What follows belongs to an exercise in optimizing a design on an open flow for small area; a production flow would make more cautious choices. The RTL was checked by simulation tests, not by an equivalence proof against the original design. Power and IR drop assume default switching activity.

==> inputs of willow <==
// reg_file
module reg_file (
    input clk,
    input reset,
    input we,               
    input [4:0]  rs1,              
    input [4:0]  rs2,              
    input [4:0]  rd,               
    input [31:0] wd,               
    output [31:0] rd1,              
    output [31:0] rd2               
);
==> module reg_file, before the edit <==
module reg_file (
    input clk,
    input reset,
    input we,               
    input [4:0]  rs1,              
    input [4:0]  rs2,              
    input [4:0]  rd,               
    input [31:0] wd,               
    output [31:0] rd1,              
    output [31:0] rd2               
);
    reg  [31:0] regs [1:31];
    reg  [31:1] valid;
    wire [31:1] wen;        
    wire [31:1] sel1, sel2;  
    rf_wdec u_wdec (.en(we), .a(rd), .y(wen));
    rf_dec u_dec1 (.a(rs1), .v(valid), .y(sel1));
    rf_dec u_dec2 (.a(rs2), .v(valid), .y(sel2));
    always @(posedge clk or posedge reset) begin
        if (reset)
            valid <= 31'b0;
        else
            valid <= valid | wen;
    end
    genvar g, b;
    generate
        for (g = 1; g < 32; g = g + 1) begin : gen_reg
            always @(posedge clk)
                if (wen[g])
                    regs[g] <= wd;
        end
    endgenerate
    generate
        for (b = 0; b < 32; b = b + 1) begin : gen_bit
            wire [31:1] q;
            for (g = 1; g < 32; g = g + 1) begin : gen_q
                assign q[g] = regs[g][b];
            end
            rf_read_bit u_r1 (.sel(sel1), .q(q), .y(rd1[b]));
            rf_read_bit u_r2 (.sel(sel2), .q(q), .y(rd2[b]));
        end
    endgenerate
endmodule
==> module rf_read_bit, before the edit <==
module rf_read_bit (
    input  [31:1] sel,
    input  [31:1] q,
    output        y
);
    wire [10:0] n;    
    genvar k;
    generate
        for (k = 0; k < 10; k = k + 1) begin : gen_aoi
            rf_aoi222 u (.a1(sel[3*k+1]), .a2(q[3*k+1]),
                         .b1(sel[3*k+2]), .b2(q[3*k+2]),
                         .c1(sel[3*k+3]), .c2(q[3*k+3]), .y(n[k]));
        end
    endgenerate
    rf_nand2 u_n2 (.a(sel[31]), .b(q[31]), .y(n[10]));
    wire [1:0] p;
    wire       m;
    rf_nand4 u_p0 (.a(n[0]), .b(n[1]), .c(n[2]), .d(n[3]), .y(p[0]));
    rf_nand4 u_p1 (.a(n[4]), .b(n[5]), .c(n[6]), .d(n[7]), .y(p[1]));
    rf_nor2  u_m  (.a(p[0]), .b(p[1]), .y(m));
    rf_nand4 u_o  (.a(m), .b(n[8]), .c(n[9]), .d(n[10]), .y(y));
endmodule
==> module rf_aoi222, before the edit <==
module rf_aoi222 (input a1, a2, b1, b2, c1, c2, output y);
    assign y = ~((a1 & a2) | (b1 & b2) | (c1 & c2));
endmodule
==> module rf_nand2, before the edit <==
module rf_nand2 (input a, b, output y);
    assign y = ~(a & b);
endmodule
==> module rf_nor2, before the edit <==
module rf_nor2 (input a, b, output y);
    assign y = ~(a | b);
endmodule
==> module rf_nand4, before the edit <==
module rf_nand4 (input a, b, c, d, output y);
    assign y = ~(a & b & c & d);
endmodule
==> module rf_wdec, before the edit <==
module rf_wdec (
    input         en,
    input  [4:0]  a,
    output [31:1] y
);
    wire [3:0] lo_n;    
    wire [7:0] hi_n;    
    genvar j, k;
    generate
        for (j = 0; j < 4; j = j + 1) begin : gen_lo
            assign lo_n[j] = ~(en & (a[1:0] == j));
        end
        for (k = 0; k < 8; k = k + 1) begin : gen_hi
            assign hi_n[k] = ~(a[4:2] == k);
        end
        for (j = 1; j < 32; j = j + 1) begin : gen_y
            assign y[j] = ~(lo_n[j % 4] | hi_n[j / 4]);
        end
    endgenerate
endmodule
==> module rf_dec, before the edit <==
module rf_dec (
    input  [4:0]  a,
    input  [31:1] v,
    output [31:1] y
);
    wire [3:0] lo_n;    
    wire [7:0] hi_n;    
    genvar j, k;
    generate
        for (j = 0; j < 4; j = j + 1) begin : gen_lo
            assign lo_n[j] = ~(a[1:0] == j);
        end
        for (k = 0; k < 8; k = k + 1) begin : gen_hi
            assign hi_n[k] = ~(a[4:2] == k);
        end
        for (j = 1; j < 32; j = j + 1) begin : gen_y
            assign y[j] = ~(lo_n[j % 4] | hi_n[j / 4]) & v[j];
        end
    endgenerate
endmodule
clock: 7.0 ns
lec_check: 0
cap_margin: 20
core_margin: 2
core_utilization: 50
cts_buf_list: sky130_fd_sc_hd__clkbuf_8
cts_cluster_diameter: 60
cts_cluster_size: 15
slew_margin: 20
synth_hierarchical: 1
synth_minimum_keep_size: 0
standard.sh (not shown) runs the stock make flow with config.mk's settings and CLKGATE_MAP_FILE= SYNTH_SCRIPT=/design/flow/synth_recipe.tcl, a recipe that flattens the netlist after the stock synthesis.
==> flow/flow/run.sh <==
#!/bin/bash
# The standard ORFS layout (standard.sh, unchanged synthesis), with two
# area-oriented changes passed to ORFS as variables:
#  - ports are buffered with buf_2 instead of the default buffer cell,
#  - CTS uses clkbuf_8 with small, compact sink clusters and no dummy loads.
# ORFS writes each tool's log under orfs/logs/; make's output goes to
# flow_make.log.
set -euo pipefail
export BUFFER_PORTS_ARGS="-buffer_cell sky130_fd_sc_hd__buf_2"
export CTS_ARGS="-sink_clustering_enable -repair_clock_nets -dont_use_dummy_load -buf_list sky130_fd_sc_hd__clkbuf_8 -sink_clustering_size 15 -sink_clustering_max_diameter 60"
bash standard.sh finish > flow_make.log 2>&1
==> inputs of harbor, as changes to willow <==
==> flow/design.v (replaced) <==
`timescale 1ns / 1ps
module reg_file (
    input clk,
    input reset,
    input we,               
    input [4:0]  rs1,              
    input [4:0]  rs2,              
    input [4:0]  rd,               
    input [31:0] wd,               
    output [31:0] rd1,              
    output [31:0] rd2               
);
    reg [31:0] regs[0:31];
    integer i;
    always @(posedge clk or posedge reset) begin
        if (reset) begin
            for (i = 0; i < 32; i = i + 1)
                regs[i] <= 32'b0;
        end else if (we && rd != 5'd0) begin
            regs[rd] <= wd;   
        end
    end
    assign rd1 = (rs1 == 5'd0) ? 32'b0 : regs[rs1];
    assign rd2 = (rs2 == 5'd0) ? 32'b0 : regs[rs2];
endmodule
==> flow/run.sh (new file) <==
#!/bin/bash
# synth_recipe.tcl (not shown) runs the flow's synth.tcl, then flattens the netlist and writes it again
# the make line also repeats each setting of config.mk as NAME=value (left out here)
make -C /OpenROAD-flow-scripts/flow DESIGN_CONFIG=/design/flow/config.mk WORK_HOME=/design/flow/orfs CLKGATE_MAP_FILE= SYNTH_SCRIPT=/design/flow/synth_recipe.tcl finish
==> flow/config.mk (replaced) <==
export PLATFORM = sky130hd
export DESIGN_NAME = reg_file
export DESIGN_NICKNAME = reg_file
export VERILOG_FILES = /design/flow/design.v
export SDC_FILE = /design/flow/constraint.sdc
export NUM_CORES = 4
export LEC_CHECK = 0
export CAP_MARGIN = 20
export CORE_MARGIN = 2
export CORE_UTILIZATION = 40
export SLEW_MARGIN = 20
removed: flow/flow/run.sh
removed: flow/standard.sh
==> inputs of garnet, as changes to willow <==
==> flow/flow/run.sh (replaced) <==
#!/bin/bash
# The standard ORFS layout (standard.sh, unchanged synthesis), with three
# area-oriented changes passed to ORFS as variables:
#  - ports are buffered with buf_2 instead of the default buffer cell,
#  - CTS uses clkbuf_8 with small, compact sink clusters and no dummy loads,
#  - global routing recovers power (downsizes cells off critical paths).
set -euo pipefail
export BUFFER_PORTS_ARGS="-buffer_cell sky130_fd_sc_hd__buf_2"
export CTS_ARGS="-sink_clustering_enable -repair_clock_nets -dont_use_dummy_load -buf_list sky130_fd_sc_hd__clkbuf_8 -sink_clustering_size 15 -sink_clustering_max_diameter 60"
export RECOVER_POWER=100
bash standard.sh finish > flow_make.log 2>&1
==> inputs of juniper, as changes to willow <==
==> flow/run.sh (new file) <==
#!/bin/bash
# synth_recipe.tcl (not shown) runs the flow's synth.tcl, then flattens the netlist and writes it again
# the make line also repeats each setting of config.mk as NAME=value (left out here)
make -C /OpenROAD-flow-scripts/flow DESIGN_CONFIG=/design/flow/config.mk WORK_HOME=/design/flow/orfs CLKGATE_MAP_FILE= SYNTH_SCRIPT=/design/flow/synth_recipe.tcl finish
removed: flow/flow/run.sh
removed: flow/standard.sh
==> notes <==
- harbor completed with no timing, DRC or antenna violations. willow finished with timing, DRC and antenna clean. garnet finished but failed the layout checks on max-capacitance violations, max-slew violations. juniper completed with no timing, DRC or antenna violations.
- Against willow, the clock power of harbor is larger by about 110%.
- Final cell count: harbor > juniper > willow > garnet.
- Via count, lowest first: willow, garnet, juniper, harbor.
- Of juniper and garnet, juniper has the higher total power (gap 4.2%, measured against garnet).
- Clock skew is the same in willow and garnet.
- First-iteration DRC count, lowest first: garnet, willow, juniper, harbor.
- The highest routed wire length belongs to harbor, the lowest to willow.
==> figures <==
quantity	garnet	willow	juniper	harbor
Area after DPL	42300 sq um	42300 sq um	43300 sq um	56200 sq um
Total length of routed wires	149000 um	148000 um	150000 um	280000 um
Main flop type after synthesis	sky130_fd_sc_hd__edfxtp_1	sky130_fd_sc_hd__edfxtp_1	sky130_fd_sc_hd__edfxtp_1	sky130_fd_sc_hd__dfrtp_1
Most repeated cell in the gate-level netlist after synthesis	sky130_fd_sc_hd__edfxtp_1	sky130_fd_sc_hd__edfxtp_1	sky130_fd_sc_hd__edfxtp_1	sky130_fd_sc_hd__mux2_2
Number of clock buffer instances in the layout	81	81	84	151
Simple-gate portion of the synthesized area	0.0687	0.0687	0.0687	0.150
Reg area	30600 sq um	30600 sq um	30600 sq um	24800 sq um
Count of vias placed by the detailed router	28807	28686	29145	49072
Portion of total power attributed to sequential cells	0.654	0.653	0.627	0.482
Switching portion of total power	0.236	0.235	0.239	0.308
Final critical path time including I/O delays and setup	6.24 ns	5.55 ns	6.41 ns	6.62 ns
Area growth, synth to finish	8.45%	9.30%	12.4%	16.0%
Reported max-cap violation count	59	0	0	0
Global-route met2 utilization	0.509	0.509	0.530	0.558
Result of the run	failed layout checks	timing/DRC/antenna clean	timing/DRC/antenna clean	timing/DRC/antenna clean
Layout check failures	max-capacitance violations, max-slew violations	-	-	-
Violation count after the first detailed-routing iteration	7745	7922	8033	10233

-- afterwards: timing with drivers on the ports --
No port has a modelled driver above. Below, the same layouts with a new extraction and two added sets of constraints.
Step 1: set_driving_cell puts a clkbuf_16 on clk and a buf_2 on each other input, an assumption about the parent block.
Step 2 times the ports against the registers' clock, not the clock port: input delays grow and output delays shrink by t, the midpoint of the rising clock arrivals with the driver on.
a / b / c = ideal ports / drivers / drivers and shift; a / b = the first two.
| run | t, ns | setup slack, ns | worst setup path after step 2 | latest minus earliest clock arrival (ns) | worst data-port slew with drivers (ns) | max-slew violations |
|---|---|---|---|---|---|---|
| willow | 0.764 | 1.451 / 1.428 / 1.428 | input to output | 0.061 / 0.061 | 0.13 | 0 / 0 |
| harbor | 0.856 | 0.376 / 0.259 / 0.259 | input to output | 0.052 / 0.052 | 0.17 | 0 / 0 |
| garnet | 0.775 | 0.760 / 0.715 / 0.715 | input to output | 0.064 / 0.064 | 0.14 | 1639 / 1641 |
| juniper | 0.768 | 0.590 / 0.566 / 0.566 | input to output | 0.029 / 0.029 | 0.09 | 0 / 0 |
With drivers on, slew violations rise in garnet. The setup slack of harbor, which loses most, moves by -0.117 ns with the drivers and by -0.117 ns with both steps.
